What follows belongs to an exercise in optimizing a design on an open flow for small area; a production flow would make more cautious choices. No functional check of the RTL was part of this run. Power figures rest on the tool's default switching activity, not on a simulated workload.

$ cat design/flow/design.v
module ALU(
        input [31:0] A,
        input [31:0] B,
        input [2:0] ALU_op,
        output [31:0] res
    );
    wire sub = (ALU_op == 3'b001) | (ALU_op == 3'b010);
    wire is_arith = (ALU_op == 3'b000) | (ALU_op == 3'b001) | (ALU_op == 3'b011);
    wire is_sltu = (ALU_op == 3'b010);
    wire use_p = (ALU_op == 3'b100) | (ALU_op == 3'b110);
    wire use_g = (ALU_op == 3'b111) | (ALU_op == 3'b110);
    wire is_srl = (ALU_op == 3'b101) & ~|B[31:5];
    wire [31:0] bx = B ^ {32{sub}};
    wire [31:0] p = A ^ bx;
    wire [31:0] g = A & bx;
    reg [31:0] G, P;
    integer l, i;
    always @(*) begin
        G = g;
        P = p;
        G[0] = g[0] | (p[0] & sub);
        for (l = 0; l < 5; l = l + 1)
            for (i = 0; i < 32; i = i + 1)
                if ((i + 1) % (2 << l) == 0) begin
                    G[i] = G[i] | (P[i] & G[i - (1 << l)]);
                    P[i] = P[i] & P[i - (1 << l)];
                end
        for (l = 3; l >= 0; l = l - 1)
            for (i = 0; i < 32; i = i + 1)
                if ((i + 1) % (2 << l) == (1 << l) && i >= (2 << l)) begin
                    G[i] = G[i] | (P[i] & G[i - (1 << l)]);
                    P[i] = P[i] & P[i - (1 << l)];
                end
    end
    wire [31:0] sum = p ^ {G[30:0], sub};
    wire [31:0] s1 = B[0] ? {1'b0, A[31:1]} : A;
    wire [31:0] s2 = B[1] ? {2'b0, s1[31:2]} : s1;
    wire [31:0] s3 = B[2] ? {4'b0, s2[31:4]} : s2;
    wire [31:0] s4 = B[3] ? {8'b0, s3[31:8]} : s3;
    wire [31:0] s5 = B[4] ? {16'b0, s4[31:16]} : s4;
    assign res = (sum & {32{is_arith}}) | (p & {32{use_p}}) | (g & {32{use_g}})
               | (s5 & {32{is_srl}}) | {31'b0, is_sltu & ~G[31]};
endmodule
module Pipeline_EX(
    input [31:0] rs1_data,
    input [31:0] rs2_data,
    input [31:0] Imm_data,
    input ALUSrc_B,
    input [2:0] ALU_op,
    output [31:0] ALU_res
);
wire [31:0] alu_b_data = ALUSrc_B ? Imm_data : rs2_data;
ALU alu(
    .A(rs1_data),
    .B(alu_b_data),
    .ALU_op(ALU_op),
    .res(ALU_res)
);
endmodule
module Pipeline_ID(
    input [31:0] inst,
    output reg [2:0] ALU_op,
    output reg ALUSrc_B,
    output reg ImmS,
    output reg RegWrite,
    output reg Load,
    output reg Jal,
    output reg MemRW
);
    wire [4:0] OPcode = inst[6:2];
    wire [2:0] Fun3 = inst[14:12];
    wire rd_nz = |inst[11:7];
    reg [2:0] rop;
    always @(*) begin
        case (Fun3)
            3'b000: rop = {2'b00, inst[30]};
            3'b001, 3'b011: rop = 3'b000;
            default: rop = Fun3;
        endcase
    end
    always @(*) begin
        ALU_op = 3'b000;
        ALUSrc_B = 0;
        ImmS = 0;
        RegWrite = 0;
        Load = 0;
        Jal = 0;
        MemRW = 0;
        case (OPcode)
            5'b01100: begin ALU_op = rop; RegWrite = rd_nz; end
            5'b00100: begin ALU_op = rop; ALUSrc_B = 1; RegWrite = rd_nz; end
            5'b00000: begin ALUSrc_B = 1; RegWrite = rd_nz; Load = 1; end
            5'b01000: begin ALUSrc_B = 1; ImmS = 1; MemRW = 1; end
            5'b11000: begin ALU_op = 3'b001; end
            5'b11011: begin RegWrite = rd_nz; Jal = 1; end
            default: ;
        endcase
    end
endmodule
module Pipeline_WB(
    input [31:0] ALU_res,
    input [31:0] Mem_res,
    input [31:0] PC4,
    input Load,
    input Jal,
    output [31:0] wb_next
);
    assign wb_next = Load ? Mem_res : Jal ? PC4 : ALU_res;
endmodule
module rf_nand2(input a, input b, output y);
    assign y = ~(a & b);
endmodule
module rf_o21ai(input a1, input a2, input b1, output y);
    assign y = ~((a1 | a2) & b1);
endmodule
module rf_aoi222(input a0, input b0, input a1, input b1, input a2, input b2, output y);
    assign y = ~((a0 & b0) | (a1 & b1) | (a2 & b2));
endmodule
module rf_nand11(input [10:0] a, output y);
    assign y = ~&a;
endmodule
module rf_rdbit(input [30:0] q, input [30:0] s, output y);
    wire [10:0] t;
    genvar g;
    generate
        for (g = 0; g < 10; g = g + 1) begin : a
            rf_aoi222 u(.a0(q[3*g]), .b0(s[3*g]), .a1(q[3*g+1]), .b1(s[3*g+1]),
                        .a2(q[3*g+2]), .b2(s[3*g+2]), .y(t[g]));
        end
    endgenerate
    rf_nand2 u_l(.a(q[30]), .b(s[30]), .y(t[10]));
    rf_nand11 u_o(.a(t), .y(y));
endmodule
module regs(
    input [31:0] Wt_data,
    input [30:0] wsel,           
    input [30:0] sel1, sel2,     
    input [32*31-1:0] q,         
    output [32*31-1:0] d,        
    output [31:0] Rs1_data, Rs2_data
    );
    wire [30:0] nwe = ~wsel;
    wire [31:0] nwd = ~Wt_data;
    wire [30:0] qcol [0:31];
    genvar i, j;
    generate
        for (i = 0; i < 31; i = i + 1) begin : r
            for (j = 0; j < 32; j = j + 1) begin : b
                wire n;
                rf_nand2 u_n(.a(nwe[i]), .b(q[32*i+j]), .y(n));
                rf_o21ai u_o(.a1(nwe[i]), .a2(nwd[j]), .b1(n), .y(d[32*i+j]));
                assign qcol[j][i] = q[32*i+j];
            end
        end
        for (j = 0; j < 32; j = j + 1) begin : c
            rf_rdbit u_r1(.q(qcol[j]), .s(sel1), .y(Rs1_data[j]));
            rf_rdbit u_r2(.q(qcol[j]), .s(sel2), .y(Rs2_data[j]));
        end
    endgenerate
endmodule
module Pipeline_CPU(
        input clk,
        input rst,
        input [31:0] Data_in,
        input [31:0] inst_in,
        output wire MemRW,
        output wire [31:0] PC_out,
        output [31:0] Addr_out,
        output [31:0] Data_out,
        output [31:0] PC_IF_debug,
        output [31:0] PC_ID_debug,
        output [31:0] PC_EX_debug,
        output [31:0] PC_MEM_debug,
        output [31:0] inst_IF_debug,
        output [31:0] inst_ID_debug,
        output MemRW_EX_debug,
        output MemRW_MEM_debug,
        output [31:0] wb_data_debug
    );
    reg [31:2] PC_IF;
    reg [31:0] inst_IFID;
    reg [31:2] PC_IFID;
    always @(posedge clk or posedge rst) begin
        if (rst) begin
            PC_IF <= 0;
            inst_IFID <= 0;
            PC_IFID <= 0;
        end else begin
            PC_IF <= PC_IF + 1'b1;
            inst_IFID <= inst_in;
            PC_IFID <= PC_IF;
        end
    end
    wire [2:0] alu_op_w;
    wire alusrc_w, imms_w, we_w, load_w, jal_w, store_w;
    Pipeline_ID ID(
        .inst(inst_IFID),
        .ALU_op(alu_op_w),
        .ALUSrc_B(alusrc_w),
        .ImmS(imms_w),
        .RegWrite(we_w),
        .Load(load_w),
        .Jal(jal_w),
        .MemRW(store_w)
    );
    reg [2:0] alu_op_IDEX;
    reg alusrc_IDEX, we_IDEX, load_IDEX, jal_IDEX, MemRW_IDEX;
    reg [31:2] PC_IDEX;
    reg imms_IDEX;
    reg [11:0] hi_IDEX;      
    reg [4:0] rs1_IDEX;
    reg [4:0] rd_IDEX;
    always @(posedge clk or posedge rst) begin
        if (rst) begin
            alu_op_IDEX <= 0;
            alusrc_IDEX <= 0;
            we_IDEX <= 0;
            load_IDEX <= 0;
            jal_IDEX <= 0;
            MemRW_IDEX <= 0;
            PC_IDEX <= 0;
        end else begin
            alu_op_IDEX <= alu_op_w;
            alusrc_IDEX <= alusrc_w;
            we_IDEX <= we_w;
            load_IDEX <= load_w;
            jal_IDEX <= jal_w;
            MemRW_IDEX <= store_w;
            PC_IDEX <= PC_IFID;
        end
    end
    always @(posedge clk) begin
        imms_IDEX <= imms_w;
        hi_IDEX <= inst_IFID[31:20];
        rs1_IDEX <= inst_IFID[19:15];
        rd_IDEX <= inst_IFID[11:7];
    end
    wire [31:0] rs1_data, rs2_data, alu_res;
    reg [31:0] wb_data;
    reg [4:0] rd_MEMWB;
    reg we_MEMWB;
    reg [32*31-1:0] rf_q;
    reg [31:1] rf_valid;
    wire [32*31-1:0] rf_d;
    wire [30:0] rf_wsel, rf_sel1, rf_sel2;
    genvar k;
    generate
        for (k = 1; k < 32; k = k + 1) begin : rsel
            assign rf_wsel[k-1] = we_MEMWB && (rd_MEMWB == k);
            assign rf_sel1[k-1] = rf_valid[k] && (rs1_IDEX == k);
            assign rf_sel2[k-1] = rf_valid[k] && (hi_IDEX[4:0] == k);
        end
    endgenerate
    always @(posedge clk)
        rf_q <= rf_d;
    always @(posedge clk or posedge rst) begin
        if (rst)
            rf_valid <= 0;
        else
            rf_valid <= rf_valid | rf_wsel;
    end
    regs regfile(
        .Wt_data(wb_data),
        .wsel(rf_wsel),
        .sel1(rf_sel1),
        .sel2(rf_sel2),
        .q(rf_q),
        .d(rf_d),
        .Rs1_data(rs1_data),
        .Rs2_data(rs2_data)
    );
    wire [31:0] imm = {{20{hi_IDEX[11]}}, hi_IDEX[11:5], imms_IDEX ? rd_IDEX : hi_IDEX[4:0]};
    Pipeline_EX EX(
        .rs1_data(rs1_data),
        .rs2_data(rs2_data),
        .Imm_data(imm),
        .ALUSrc_B(alusrc_IDEX),
        .ALU_op(alu_op_IDEX),
        .ALU_res(alu_res)
    );
    reg [31:0] ALU_res_EXMEM;
    reg [31:0] rs2_data_EXMEM;
    reg we_EXMEM, load_EXMEM, jal_EXMEM, MemRW_EXMEM;
    reg [31:2] PC_EXMEM;
    reg [4:0] rd_EXMEM;
    always @(posedge clk or posedge rst) begin
        if (rst) begin
            ALU_res_EXMEM <= 0;
            rs2_data_EXMEM <= 0;
            we_EXMEM <= 0;
            load_EXMEM <= 0;
            jal_EXMEM <= 0;
            MemRW_EXMEM <= 0;
            PC_EXMEM <= 0;
        end else begin
            ALU_res_EXMEM <= alu_res;
            rs2_data_EXMEM <= rs2_data;
            we_EXMEM <= we_IDEX;
            load_EXMEM <= load_IDEX;
            jal_EXMEM <= jal_IDEX;
            MemRW_EXMEM <= MemRW_IDEX;
            PC_EXMEM <= PC_IDEX;
        end
    end
    always @(posedge clk)
        rd_EXMEM <= rd_IDEX;
    assign Addr_out = ALU_res_EXMEM;
    assign Data_out = rs2_data_EXMEM;
    assign MemRW = MemRW_EXMEM;
    wire [31:0] wb_next;
    Pipeline_WB WB(
        .ALU_res(ALU_res_EXMEM),
        .Mem_res(Data_in),
        .PC4({PC_IDEX, 2'b00}),
        .Load(load_EXMEM),
        .Jal(jal_EXMEM),
        .wb_next(wb_next)
    );
    always @(posedge clk or posedge rst) begin
        if (rst) begin
            wb_data <= 0;
            we_MEMWB <= 0;
        end else begin
            wb_data <= wb_next;
            we_MEMWB <= we_EXMEM;
        end
    end
    always @(posedge clk)
        rd_MEMWB <= rd_EXMEM;
    assign PC_out = {PC_IF, 2'b00};
    assign PC_IF_debug = {PC_IF, 2'b00};
    assign PC_ID_debug = {PC_IFID, 2'b00};
    assign PC_EX_debug = {PC_IDEX, 2'b00};
    assign PC_MEM_debug = {PC_EXMEM, 2'b00};
    assign inst_IF_debug = inst_in;
    assign inst_ID_debug = inst_IFID;
    assign MemRW_EX_debug = MemRW_IDEX;
    assign MemRW_MEM_debug = MemRW_EXMEM;
    assign wb_data_debug = wb_data;
endmodule
$ cat design/flow/run.sh
#!/bin/bash
# synth_recipe.tcl (not shown) runs the flow's synth.tcl, then flattens the netlist and writes it again
# the make line also repeats each setting of config.mk as NAME=value (left out here)
make -C /OpenROAD-flow-scripts/flow DESIGN_CONFIG=/design/flow/config.mk WORK_HOME=/design/flow/orfs CLKGATE_MAP_FILE= SYNTH_SCRIPT=/design/flow/synth_recipe.tcl finish
$ cat design/flow/config.mk
export PLATFORM = sky130hd
export DESIGN_NAME = Pipeline_CPU
export DESIGN_NICKNAME = Pipeline_CPU
export VERILOG_FILES = /design/flow/design.v
export SDC_FILE = /design/flow/constraint.sdc
export NUM_CORES = 4
export LEC_CHECK = 0
export CAP_MARGIN = 20
export CORE_MARGIN = 2
export CORE_UTILIZATION = 25
export PLACE_DENSITY = 0.32
export SLEW_MARGIN = 20
export SYNTH_HIERARCHICAL = 1
$ cat design/flow/constraint.sdc
create_clock -name core_clock -period 8.0 [get_ports {clk}]
set_input_delay 1.6000 -clock core_clock [delete_from_list [all_inputs] [get_ports {clk}]]
set_output_delay 1.6000 -clock core_clock [all_outputs]
set_load 0.01 [all_outputs]
==> impl_results.md <==
- Outcome: finished clean
- Part of the cycle the worst path needs: 0.883
- Largest cells by area after synthesis: dfxtp_1 (39%), dfrtp_1 (14%), a222oi_1 (12%)
- Layout area overhead: 24.4%
- CP max FO: 39
- Port buffer count: 378
- CTS tree: yes
- Register bit total from synthesis: 1317
- Setup violators final: 0
- Worst R2R End: ALU_res_EXMEM[27]$_DFF_PP0_
- Vias per cell: 5.52
- Minimum clock period after layout: 7.07 ns
- Startpoint types: flop
- Vert. Die Dim: 463 µm
- Peak VDD IR: 0.221 mV
- Top FF cell, synth: dfxtp_1
- Post-synthesis async set-or-reset flop share: 0.222
- Hold endpoint: rd_MEMWB[0]$_DFF_P_
- Detailed placer's ending HPWL: 193000 µm
- Post_cts resized: 0
- Synthesized instance count: 5372
- Relative slew margins: 0.211
- Most frequent cells in the layout: nand2_1 (1148), dfxtp_1 (1025), o21ai_1 (1021)
- Final Hold Fails: 0
- Share of the synthesized area in the top cell type: 0.389
- Hold Path Stages: 0
- Avg Synthesized Cell Area: 9.81 µm²
- Starting density of the core: 0.251
- Crit path largest cell delay: 0.95 ns
- Clock latency on the worst-skew pair: 0.81 ns
- Root Buffer: clkbuf_16
- Initial DRC Count: 7997
- DRT Pass-1 Iters: 15
- R2R Setup Slk: 0.93 ns
- Arr. time, crit path: 7.72 ns
- Largest net degree at the start of global routing: 70
- DRC Markers: 0
- Total clock sinks: 1317
- CTS Hold Bufs: 0
- GRT Residual Overflow: 0
- Worst Path Required: 8.66 ns
- Synth warn: 10
- DRT Wirelength: 280000 µm
- TritonCTS buffer count: 160
- Max Clock Freq: 142 MHz
- Die span in x: 463 µm
- Final Instance Area: 0.0656 mm²
- Hold crit path type: reg -> reg
- CP Launch Point: hi_IDEX[2]$_DFF_P_
- Global Route Usage Sum: 0.253
- Share of cells above drive strength 1: 0.102
- RR Startpoint: hi_IDEX[2]$_DFF_P_
- Leakage: 23.5 nW
- Kind of critical path: reg -> reg
- RSZ-0062 raised after global routing: false
- Antenna violations before repair: 32
- Hold WS: 0.325 ns
- Number of global-route vias before repair: 46.4k
- Library cells used by synthesis: 79
- Top Ports: 389
- Final antenna-violating net count: 0
- Synth area leader: dfxtp_1
- EDFF count, synth: 0
- Via count: 48.9k
- Core Rows: 168
- Setup Skew: 0.0203 ns
- Clock slew seen by the registers of the worst setup and hold paths: 0.06 ns
- Number of H-tree levels: 4
- Global-route wire length before repair: 386000 µm
- Die area: 0.214 mm²
- Cell Area, Placed: 0.0602 mm²
- Setup bufs post-CTS: 0
- Crit. End Element: flop
- GP Congestion: 0.862
- Nets: 6044
- Routed len/inst: 31.6 µm
- Max cap viols: 0
- Setup Total Neg Slack: 0 ns
- Clk buf depth: 3
- Mapped Area: 0.0527 mm²
- Seq/Total Area, Yosys: 0.528
- Min-delay src: rd_EXMEM[0]$_DFF_P_
- Final Max Slew Viols: 0
- CP max stage cell: and3_2
- Commonest non-fill, non-tap cell in the layout: nand2_1
- Reg2reg path depth: 19
- Core ar.: 0.210 mm²
- Crit path cell chain: nor2b_1, and2_1, and3_2, a222oi_1, nand4_1, or3_1, mux2_4, xor2_1, fa_1, a211oi_1, o21ai_0, o2111ai_1, a21oi_1, a21oi_1, o21ba_2, fa_1, a31o_2, a221oi_1, o31ai_1
- Final Util: 0.313
- Overall power: 15.4 mW
- PwrDens: 235 mW/mm²
- Worst slew pin tran: 1.18 ns
[modules after synthesis, one instance, submodules excluded, excerpt]
module	cells inside	cell area, µm²	copies in the design	flip-flops and latches
Pipeline_WB	107	714	1	0
rf_o21ai	1	5.00	992	0
Pipeline_EX	36	544	1	0
regs	63	236	1	0
Pipeline_CPU	1656	30000	1	1317
rf_aoi222	1	10.0	640	0
Pipeline_ID	20	136	1	0
rf_nand11	4	23.8	64	0
ALU	546	4220	1	0
rf_nand2	1	3.75	1056	0
[area by class of cell]
cell class	count	area, µm²
antenna	15	37.5
clock buffer	244	4770
clock inverter	42	512
fill	21800	144000
inverter	95	360
multi-input combinational	3835	23700
sequential	1317	27800
tap	2805	3510
timing repair buffer	520	4860
[power by group]
part | total [mW] | switching [mW] | internal [mW]
combinational | 0.888 | 0.600 | 0.288
sequential | 7.09 | 0.257 | 6.83
clock | 7.43 | 3.02 | 4.41
total | 15.4 | 3.87 | 11.5
[cell families (layout without fill, tap and decap cells)]
family / Yosys count / count (layout) / synth area share
AOI/OAI and AO/OA: 1851 / 1851 / 0.244
xor gates and xnor gates: 68 / 68 / 0.0113
adders and majority gates: 49 / 49 / 0.0139
buffers and inverters: 231 / 901 / 0.0251
DFF: 1317 / 1317 / 0.528
muxes: 136 / 136 / 0.0331
other: 1 / 27 / 0.0000712
and+or+nand+nor: 1719 / 1719 / 0.144
[per-stage QoR]
stage	setup WS, ns	std cells
3_3_place_gp	1.16	8571
6_report	0.935	8873
4_1_cts	1.14	8858
5_1_grt	0.627	8860
2_1_floorplan	2.33	5383
3_5_place_dp	1.16	8572
[registers in the layout, indices dropped and copies added, names as in the netlist, 3 cells and up]
signal / cells
rf_q: 992
ALU_res_EXMEM: 32
inst_IFID: 32
rs2_data_EXMEM: 32
wb_data: 32
rf_valid: 31
PC_EXMEM: 30
PC_IDEX: 30
PC_IFID: 30
PC_IF: 30
hi_IDEX: 12
rd_EXMEM: 5
rd_IDEX: 5
rd_MEMWB: 5
rs1_IDEX: 5
alu_op_IDEX: 3
[synthesized netlist by cell type (7+ instances only)]
| master | number |
|---|---|
| inv_1 | 94 |
| o21ai_0 | 31 |
| a31oi_1 | 9 |
| fa_1 | 16 |
| or3_1 | 69 |
| nand2_1 | 1148 |
| ha_1 | 33 |
| and3_1 | 68 |
| nor4_1 | 11 |
| mux2_2 | 27 |
| nand2b_1 | 7 |
| a221oi_1 | 15 |
| or2_2 | 34 |
| o22ai_1 | 7 |
| mux2i_1 | 63 |
| dfrtp_1 | 292 |
| a21oi_1 | 34 |
| a211oi_1 | 8 |
| buf_2 | 21 |
| nor2_1 | 89 |
| a222oi_1 | 642 |
| xnor2_1 | 27 |
| nor2b_1 | 19 |
| dfxtp_1 | 1025 |
| nand3_1 | 88 |
| a21o_1 | 12 |
| mux4_2 | 16 |
| o221ai_1 | 18 |
| xor2_1 | 41 |
| nor3_1 | 13 |
| nand4_1 | 139 |
| o21ai_1 | 1021 |
| buf_4 | 78 |
| mux2_4 | 30 |
| clkbuf_1 | 22 |
| and2_1 | 13 |
[metal layers]
metal	part of all wire	GRT usage
met4	0.031	0.0806
met1	0.44	0.342
met5	0.00042	0
met3	0.070	0.0458
met2	0.46	0.406
[worst max-delay path: cells and delay by family, from the launching register on]
family                     cells  cell delay, ns
muxes                          1            0.55
adders and majority gates      2            0.69
AOI/OAI and AO/OA             10            2.56
and+or+nand+nor                5            2.34
xor gates and xnor gates       1            0.30
DFF                            1            0.41
[worst max-delay path by stage]
stage / endpoint / slack [ns] / depth (start not counted)
global route: ALU_res_EXMEM[27]$_DFF_PP0_ / 0.63 / 19
finish: ALU_res_EXMEM[27]$_DFF_PP0_ / 0.93 / 19
global placement: ALU_res_EXMEM[27]$_DFF_PP0_ / 1.16 / 19
detailed placement: ALU_res_EXMEM[27]$_DFF_PP0_ / 1.16 / 19
floorplan: ALU_res_EXMEM[15]$_DFF_PP0_ / 2.33 / 24
CTS: ALU_res_EXMEM[27]$_DFF_PP0_ / 1.14 / 19

[what the ideal ports hide]
How much do the figures lean on ideal ports? The routed layout below was timed once more, with nothing changed but the port constraints.
Step 1: set_driving_cell puts a clkbuf_16 on clk and a buf_2 on each other input, an assumption about the parent block.
Step 2 also shifts input and output timing later by t, the mid clock arrival at the registers, as if the neighbouring blocks saw the same clock.
a / b / c = ideal / step 1 / step 2; a / b = the first two.
t, ns: 0.883
setup slack, ns: 0.935 / 0.935 / 0.935
worst setup path after step 2: register to register
slew at the worst register clock pin (ns): 0.07 / 0.07
pins driven straight from the clock port: 1
After both steps this run still meets setup and hold. For this run, drivers alone change the setup slack by 0.000 ns; drivers and shift together by 0.000 ns.
